This is an optimization exercise on Yosys and OpenROAD, whose aim is small area and a short achievable clock period, not a production implementation.
No run shown here included a check of the RTL's function; only the layout flow was run.

==> flow/design.v (outline; a module is shown in full before it is edited, if it fits) <==
// module top_FPU: 4380 lines
// module hd_fa_1: 4 lines
// module hd_fa_2: 4 lines
// module hd_ha_1: 4 lines
// module hd_o22ai_1: 3 lines
// module hd_xor2_1: 3 lines
// module hd_and2_1: 3 lines
// module hd_maj3_1: 3 lines
// module hd_nand4_1: 3 lines
// module hd_nor2_1: 3 lines
// module hd_nor2_4: 3 lines
// module hd_nand2_1: 3 lines
// module hd_nand2_4: 3 lines
// module hd_or2_1: 3 lines
// module hd_or2_4: 3 lines
// module hd_xnor2_1: 3 lines
// module hd_xnor2_4: 3 lines
// module hd_inv_1: 3 lines
// module hd_inv_2: 3 lines
// module hd_inv_4: 3 lines
// module hd_buf_2: 3 lines
// module hd_buf_4: 3 lines
// module hd_and4_1: 3 lines
// module hd_o21ai_1: 3 lines
// module hd_a21oi_1: 3 lines
// module hd_a32oi_4: 3 lines
module top_FPU ( clk, rst, operation, a_fpn, b_fpn, out );
  // ...
==> flow/run.sh <==
#!/bin/bash
# synth_recipe.tcl (not shown) runs the flow's synth.tcl, then flattens the netlist and writes it again
# the make line also repeats each setting of config.mk as NAME=value (left out here)
make -C /OpenROAD-flow-scripts/flow DESIGN_CONFIG=/design/flow/config.mk WORK_HOME=/design/flow/orfs CLKGATE_MAP_FILE= SYNTH_SCRIPT=/design/flow/synth_recipe.tcl finish
==> flow/config.mk <==
export PLATFORM = sky130hd
export DESIGN_NAME = top_FPU
export DESIGN_NICKNAME = top_FPU
export VERILOG_FILES = /design/flow/design.v
export SDC_FILE = /design/flow/constraint.sdc
export NUM_CORES = 8
export LEC_CHECK = 0
export ABC_AREA = 0
export ABC_CLOCK_PERIOD_IN_PS = 1000000
export CAP_MARGIN = 20
export CORE_MARGIN = 2
export CORE_UTILIZATION = 55
export GPL_ROUTABILITY_DRIVEN = 0
export GPL_TIMING_DRIVEN = 0
export SLEW_MARGIN = 20
export SYNTH_HIERARCHICAL = 1
==> flow/constraint.sdc <==
create_clock -name core_clock -period 1000.0 [get_ports {clk}]
set_input_delay 200.0000 -clock core_clock [delete_from_list [all_inputs] [get_ports {clk}]]
set_output_delay 200.0000 -clock core_clock [all_outputs]
set_load 0.01 [all_outputs]
==> reports/metrics.cfg, run 1 <==
[clock_network]
hold_buffers = 0
path_clk_slew_ps = 60

[global_routing]
grt_max_degree = 93
grt_pass1_wl_um = 331000
met2_usage = 0.572

[floorplan]
die_y_um = 318
nWellTaps = 1287
start_util = 0.554

[setup_path]
end_kind = flop
crit_family = compound AO/OA/AOI/OAI gates
slowest_delay_ps = 1230
required_ps = 1000110

[timing]
fmax_ghz = 0.00341
finalSetupViolCount = 0
slew_violations = 0
post-route-min-period_ps = 293480
setup_slack_ps = 706520

[worst_hold_path]
worstHoldStart = a_fpn[31]
hold_path.class = primary input to flop
hold_depth = 4

[routing]
firstDrtPassIters = 12
wl_met1_um = 85600
drt_iter0_drc = 7417

[outcome]
outcome = finished clean

[place]
dpl-instance-area_um2 = 57100
place.detailed.instances = 7081

[finish]
finish.utilization = 0.585
design.seq.count = 32
diodes = 2
signal_buffers = 381
largest_reg_flops = 32
num-multi-input-gates = 5205
multi_input_area_share = 0.896

[synthesis]
yosys-top-cells-area = fa_1, o22ai_1, ha_1
synth_top_family_by_area = adder cells
seq_area_frac_synth = 0.0118
async_reset_ff_frac = 0
synth-edff-count = 0

==> run 2: changes to the inputs <==
--- a/flow/design.v
+++ b/flow/design.v
@@ -91,39 +91,29 @@
     end else if (sum[24]) begin
       res_as = {sign_as, e_big + 8'd1, sum[23:1]};
     end else if ((e_big >= 8'd127) && ((e_big - 8'd127) < {3'd0, zu})) begin
       res_as = {sign_as, 31'd0};
     end else begin
       res_as = {sign_as, e_big - {3'd0, zu}, Un[22:0]};
     end
   end
-  logic [5:0] t;
-  always_comb begin
-    case (d)
-      8'd24: t = 6'd3;
-      8'd25: t = 6'd6;
-      8'd26: t = 6'd9;
-      8'd27: t = 6'd12;
-      8'd28: t = 6'd15;
-      8'd29: t = 6'd18;
-      default: t = 6'd0;
-    endcase
-  end
-  logic [5:0] mclr;
-  assign mclr = {1'b0, zb} + t;
-  logic [23:0] N0, Nd;
-  assign N0 = Mb << zb;      
+  logic [23:0] Mbm, Nd;
   generate
-    for (gi = 0; gi < 24; gi = gi + 1) begin : g_nd
-      assign Nd[gi] = N0[gi] & (mclr <= gi);
+    for (gi = 0; gi < 24; gi = gi + 1) begin : g_mbm
+      if (gi < 18) begin : g_clr
+        assign Mbm[gi] = Mb[gi] & (d < 8'd24 + gi / 3);
+      end else begin : g_keep
+        assign Mbm[gi] = Mb[gi];
+      end
     end
   endgenerate
+  assign Nd = Mbm << zb;     
   logic bz;    
-  assign bz = (mclr >= 6'd24);
+  assign bz = (Mbm == 24'd0);
   logic [23:0] Np;    
   assign Np  = op_mul ? Ma : Nd;
   logic mul_n;
   assign mul_n = ~op_mul;
   logic [23:0] Np_g0, Np_g1, Npb_g0, Npb_g1;
   logic op_mul_g0, op_mul_g1;
   hd_buf_4 u_om0 (.A(op_mul), .X(op_mul_g0));
   hd_buf_4 u_om1 (.A(op_mul), .X(op_mul_g1));
==> reports/metrics.cfg, run 2 <==
[finish]
stdcell_count = 7103  ; was 7100
top_regs = out x32  ; unchanged
area_delta_synth_final_pct = 5.35  ; was 5.69%
drive_above_1_share = 0.0690  ; was 0.0607
final_cell_mix = fa_1, o22ai_1, nand2_1  ; unchanged
regArea_um2 = 641  ; unchanged
nets = 7314  ; was 7322
multi_input_area_um2 = 51400  ; about the same
final_common_cell = fa_1  ; unchanged
nFillCells = 9097  ; was 9026
top_register = out  ; unchanged
largest_reg_flops = 32  ; unchanged
finish.utilization = 0.584  ; was 0.585

[clock_network]
path_clk_slew_ps = 50  ; was 60 ps
htreeDepth = 2  ; unchanged
numCtsBuffers = 5  ; unchanged
clk_path_buf_depth = 2  ; unchanged
clock-sinks = 32  ; unchanged
hold_buffers = 0  ; unchanged
cts_resized = 0  ; unchanged
cts_tree = done  ; unchanged
ctsRootBufferMaster = clkbuf_16  ; unchanged
cts_setup_buffers = 0  ; unchanged

[synthesis]
seq_area_frac_synth = 0.0118  ; about the same
synth_most_common_cell = fa_1  ; unchanged
syn_area_um2 = 54400  ; was 54300 µm²
yosys-top-cells-area = fa_1, o22ai_1, ha_1  ; unchanged
synth-compound-area-share = 0.244  ; about the same
synthMuxAreaShare = 0.0256  ; was 0.0304
synth_top_area_cell = fa_1  ; unchanged
synth_commonest_cells = fa_1, o22ai_1, nand2_1  ; unchanged
synth_warnings = 7  ; unchanged
syn_inst = 5700  ; was 5690
syn_area_per_cell_um2 = 9.54  ; was 9.55 µm²
synth-edff-count = 0  ; unchanged
synth_top_area_frac = 0.453  ; about the same
synth_seq_cells = 32  ; unchanged
async_reset_ff_frac = 0  ; unchanged
synth_top_family_by_area = adder cells  ; unchanged
yosysUniqueCellTypes = 109  ; was 99
synth_flop_cell = dfxtp_1  ; unchanged
synthXorXnorAreaFrac = 0.0672  ; was 0.0683
synth-adder-area-share = 0.505  ; was 0.507
yosys.area_share.simple = 0.103  ; was 0.0963

[setup_path]
required_ps = 1000160  ; was 1000110 ps
crit_path_frequent_cell = a21oi_2  ; unchanged
end_kind = flop  ; unchanged
criticalPathCategory = primary input to flop  ; unchanged
slowest_delay_ps = 810  ; was 1230 ps
arrival_ps = 291180  ; was 293590 ps
crit_path_top_delay_cell = nor4_1  ; was clkinv_1
cp-start-kind = primary input  ; unchanged
path_max_fanout = 24  ; was 25

[routing]
postRouteAntennaNets = 0  ; unchanged
firstDrtPassIters = 12  ; unchanged
drt_drc_violations_left = 0  ; unchanged
viasPerCell = 7.46  ; was 7.33
wire_per_inst_um = 31.2  ; was 29.8 µm
vias = 53000  ; was 52100
routed_wl_um = 222000  ; was 212000 µm
drt_iter0_drc = 7944  ; was 7417

[global_routing]
antenna_found_initial = 7  ; was 4
grt_max_degree = 93  ; unchanged
grt_pass1_wl_um = 338000  ; was 331000 µm
grt_use_total = 0.435  ; was 0.421
grt_pass1_vias = 53300  ; was 52000
overflow = 0  ; unchanged

[worst_hold_path]
hold_path.class = primary input to flop  ; unchanged
worstHoldEndpoint = out[21]  ; was out[31]
worstHoldStart = rst  ; was a_fpn[31]
hold_depth = 4  ; unchanged

[outcome]
outcome = finished clean  ; unchanged

[floorplan]
die_y_um = 318  ; about the same
fp-row-count = 115  ; unchanged
die_area_um2 = 101000  ; about the same
core-area_um2 = 98100  ; unchanged
io_pins = 100  ; unchanged
die_w_um = 318  ; about the same
start_util = 0.554  ; about the same

[timing]
setup_tns_ps = 0  ; unchanged
layout_worst_path_cycle_share = 0.291  ; was 0.293
hold_viol_final = 0  ; unchanged
post-route-min-period_ps = 291020  ; was 293480 ps
rsz0062_at_grt = false  ; unchanged
finalSetupViolCount = 0  ; unchanged
tightestPinTransition_ps = 1260  ; was 1330 ps
slew_violations = 0  ; unchanged
fmax_ghz = 0.00344  ; was 0.00341 GHz
slew_headroom = 0.149  ; was 0.105

[place]
io_buffers = 95  ; was 97
place.detailed.instances = 7086  ; was 7081
dp_hpwl_um = 170000  ; was 167000 µm

[run]
drv_cap = 0  ; unchanged

run 2: cell count changes in the layout (fill, tap and decap cells not counted), moves of 24 or more:
cell | previous run | this run
mux2i_1 | 130 | 93
a221oi_1 | 21 | 45
nand4_1 | 52 | 78
nor3_1 | 44 | 68
o21ai_0 | 192 | 157
nor2_1 | 266 | 307
run 2: metal layers:
layer  track usage  wire, µm  vias up
met3         0.159     31500      942
li1              -         -    21500
met5             0       116        -
met2         0.619     91300     3887
met4         0.214     15000       12
met1         0.585     84100    26600
run 2: kinds of logic (layout without fill, tap and decap cells):
| family | Yosys count | after routing |
|---|---|---|
| AND/OR/NAND/NOR | 1153 | 1153 |
| AO/OA/AOI/OAI | 2040 | 2040 |
| other | 1 | 9 |
| adder cells (fa/ha/maj) | 1460 | 1460 |
| flip-flops | 32 | 32 |
| XOR/XNOR | 417 | 417 |
| multiplexers | 134 | 134 |
| buffers and inverters | 463 | 571 |
run 2: per-module statistics from Yosys (local to each module, per instance), a selection:
module,copies in the design,cells inside
hd_inv_4,2,1
hd_fa_1,1224,1
hd_and4_1,23,1
hd_buf_4,143,1
hd_nor2_1,116,1
hd_xnor2_1,71,1
hd_nand2_1,141,1
hd_nand2_4,1,1
hd_o22ai_1,1152,1
top_FPU,1,2147
hd_nand4_1,24,1
hd_maj3_1,22,1
hd_and2_1,93,1
hd_xor2_1,259,1
run 2: critical path: cells and delay by family:
kind                       cells  cell delay, ps
AOI/OAI and AO/OA            170           32900
adders and majority gates     51           27410
and+or+nand+nor               89           15290
xor gates and xnor gates      47           13040
buffers and inverters          6            2380
run 2: metrics by stage:
step	hold WS, ps	setup slack [ps]	cell area (µm²)
final	200200	708980	57300
after global routing	200230	703430	57300
after global placement	200470	710190	56900
after floorplan	200300	725170	54400
after CTS	200190	710820	57200
after detailed placement	200470	710710	57000
run 2: cell type report:
class	count	area share
multi-input combinational	5207	0.898
buffer	277	0.0285
tap	1287	0.0281
timing repair buffer	100	0.0187
inverter	186	0.0122
sequential	32	0.0112
clock buffer	5	0.00218
clock inverter	3	0.000743
antenna	6	0.000262
run 2: worst max path at each step:
stage | from | end | slack, ps | cells after the start
2_1_floorplan | b_fpn[30] | out[20] | 725170 | 362
3_3_place_gp | b_fpn[28] | out[22] | 710190 | 363
3_5_place_dp | b_fpn[28] | out[22] | 710710 | 363
4_1_cts | b_fpn[28] | out[22] | 710820 | 363
5_1_grt | b_fpn[28] | out[22] | 703430 | 363
6_report | b_fpn[28] | out[22] | 708980 | 363

-- port drivers added, routing unchanged --
How much do the figures lean on ideal ports? The routed layouts below were timed once more, with nothing changed but the port constraints. Step 1 (the two cells are an assumption about what drives the block):
set clk [get_ports {clk}]
set_driving_cell -lib_cell sky130_fd_sc_hd__clkbuf_16 $clk
set_driving_cell -lib_cell sky130_fd_sc_hd__buf_2 [delete_from_list [all_inputs] $clk]
Step 2 moves the port delays by t, midway between the first and last clock arrival at a register: inputs arrive t later, outputs are due t later. That takes back most of the time a late clock gives input paths. Three values: no drivers, after step 1, after step 2; two values: the first two.
| run | t, ns | setup slack, ns | worst setup path after step 2 | worst slew at a driven data input, ns | cell pins on the clock port's net |
|---|---|---|---|---|---|
| run 1 | 0.324 | 706.518 / 706.532 / 706.209 | input to register | 0.06 | 1 |
| run 2 | 0.302 | 708.978 / 708.985 / 708.683 | input to register | 0.05 | 1 |
After both steps every run listed still meets setup and hold. For run 1, which loses most, drivers alone change the setup slack by +0.014 ns; drivers and shift together by -0.309 ns.
